Source: an optimization exercise on an open RTL-to-GDS flow (aim: small area). Production flows keep margins and buffers that such runs may drop.
In this exercise RTL edits were held to simulation tests only and were not proved equivalent to the original.
The clock port is modelled as an ideal driver; clocking choices that lean on that would not hold on a real chip.
Power is estimated from default activity; no workload was simulated.

the reference run:
Design top, start of the top module:
module top (clk,rst,addr_in,wr_in,sel,data_in,
  wr_out1,addr_out1,data_out1,wr_out2,addr_out2,data_out2,
  wr_out3,addr_out3,data_out3,wr_out4,addr_out4,data_out4,
  wr_out5,addr_out5,data_out5,wr_out6,addr_out6,data_out6,
  psel1,psel2,psel3,psel4,psel5,psel6);
export LEC_CHECK = 0
export ABC_AREA = 1
export CAP_MARGIN = 0
export CORE_MARGIN = 2
export CORE_UTILIZATION = 40
export SLEW_MARGIN = 0
export SYNTH_HIERARCHICAL = 1
create_clock -name core_clock -period 5.0 [get_ports {clk}]
standard.sh (not shown) runs the stock make flow with config.mk's settings and CLKGATE_MAP_FILE= SYNTH_SCRIPT=/design/flow/synth_recipe.tcl, a recipe that flattens the netlist after the stock synthesis.
==> flow/flow/run.sh <==
#!/bin/bash
# The standard layout (standard.sh: unchanged synthesis and ORFS steps),
# with these changes, made through ORFS's own variables and step hooks:
#  - port buffers are the smallest buffer cell (buf_1), not the cell
#    buffer_ports picks by default;
#  - the clock tree is built by clocktree.tcl: a small root buffer on the
#    clock port feeding two leaf buffers, the smallest of CLK_LEAF_CELL that
#    keeps the registers' estimated clock slew within CLK_MAX_SLEW_NS.
#    TritonCTS is then pointed at the clock port's net, which only feeds the
#    root buffer, so it adds nothing. The rest of the CTS step (legalisation,
#    timing repair) runs as usual.
set -o pipefail
here=$(cd "$(dirname "$0")" && pwd)
export BUFFER_PORTS_ARGS="-buffer_cell sky130_fd_sc_hd__buf_1"
export PRE_CTS_TCL=$here/clocktree.tcl
export CLK_LEAF_CELL="sky130_fd_sc_hd__buf_12 sky130_fd_sc_hd__clkbuf_16 sky130_fd_sc_hd__buf_16"
export CLK_MAX_SLEW_NS=0.118
export CLK_NLEAF=2
export CLK_ROOT_CELL=sky130_fd_sc_hd__clkbuf_1
export CTS_ARGS="-dont_use_dummy_load -clk_nets clk"
bash standard.sh > standard.log 2>&1
Other scripts of this flow, unchanged in this note and not shown: flow/flow/clocktree.tcl
The reference run ran to completion and came out clean on the timing, DRC and antenna checks.
Relative to the reference run, the following input files were edited for the trial run:
-- flow/flow/run.sh --
<<< the reference run, line 6
>>> the trial run, line 6
#  - before repair_design, combinational cells with a fanout of at most
#    DOWNSIZE_MAX_FANOUT are set to their smallest drive strength
#    (downsize.tcl); repair_design sizes up what needs it;
<<< the reference run, line 15
>>> the trial run, line 18
export PRE_RESIZE_TCL=$here/downsize.tcl
export DOWNSIZE_MAX_FANOUT=4
==> flow/flow/downsize.tcl (new file) <==
# Before repair_design: a combinational cell that drives only a few pins
# gets its smallest drive strength (same function and pins); repair_design
# then sizes up again whatever needs it.
set n 0
set saved 0.0
foreach dbinst [[ord::get_db_block] getInsts] {
  set name [[$dbinst getMaster] getName]
  if {![regexp {^(sky130_fd_sc_hd__[a-z0-9]+)_([0-9]+)$} $name -> base drive]} { continue }
  if {[regexp {df|edf|sdf|dl|tap|fill|decap|conb|clkbuf|clkinv|^sky130_fd_sc_hd__buf$} $base]} { continue }
  set fanout 0
  foreach it [$dbinst getITerms] {
    if {[$it isOutputSignal] && [$it getNet] ne "NULL"} {
      set fanout [expr {[llength [[$it getNet] getITerms]] - 1 + [llength [[$it getNet] getBTerms]]}]
    }
  }
  if {$fanout > $::env(DOWNSIZE_MAX_FANOUT)} { continue }
  set lc [get_lib_cells */$name]
  set best $name
  set barea [get_property $lc area]
  foreach d {0 1 2} {
    set cand [get_lib_cells -quiet */${base}_$d]
    if {$cand eq "" || [get_property $cand dont_use]} { continue }
    set a [get_property $cand area]
    if {$a < $barea} { set best [get_name $cand]; set barea $a }
  }
  if {$best ne $name} {
    puts "downsize: [$dbinst getName] $name -> $best (fanout $fanout)"
    set saved [expr {$saved + [get_property $lc area] - $barea}]
    replace_cell [get_cells [$dbinst getName]] [get_lib_cells */$best]
    incr n
  }
}
puts "downsize: $n cells to a smaller drive, [format %.1f $saved] um2"
Findings:
Comparing the reference run against the trial run, there is no change at all in height of the die.
Between the reference run and the trial run, the difference in final wirelength is negligible.
The reference run and the trial run ended up with roughly the same power dissipated in sequential cells.
The first-pass GRT wire length on the trial run is in line with that on the reference run.
| fraction of the cycle the final worst path needs | higher: the trial run |
When the trial run is set beside the reference run, its hold slack turns out to be 0.023 ns smaller.

## static timing again, ports no longer ideal
No port has a modelled driver above. Below, the same layouts with a new extraction and two added sets of constraints.
Step 1 (the two cells are an assumption about what drives the block):
set clk [get_ports {clk}]
set_driving_cell -lib_cell sky130_fd_sc_hd__clkbuf_16 $clk
set_driving_cell -lib_cell sky130_fd_sc_hd__buf_2 [delete_from_list [all_inputs] $clk]
Step 2 moves the port delays by t, midway between the first and last clock arrival at a register: inputs arrive t later, outputs are due t later. That takes back most of the time a late clock gives input paths.
Three values: no drivers, after step 1, after step 2; two values: the first two.
run | t, ns | setup WS [ns] | hold WS [ns]
the reference run | 0.492 | 1.896 / 1.864 / 2.356 | 0.351 / 0.360 / 0.419
the trial run | 0.505 | 1.883 / 1.851 / 2.356 | 0.328 / 0.345 / 0.418
After both steps setup and hold are still met in every run listed.
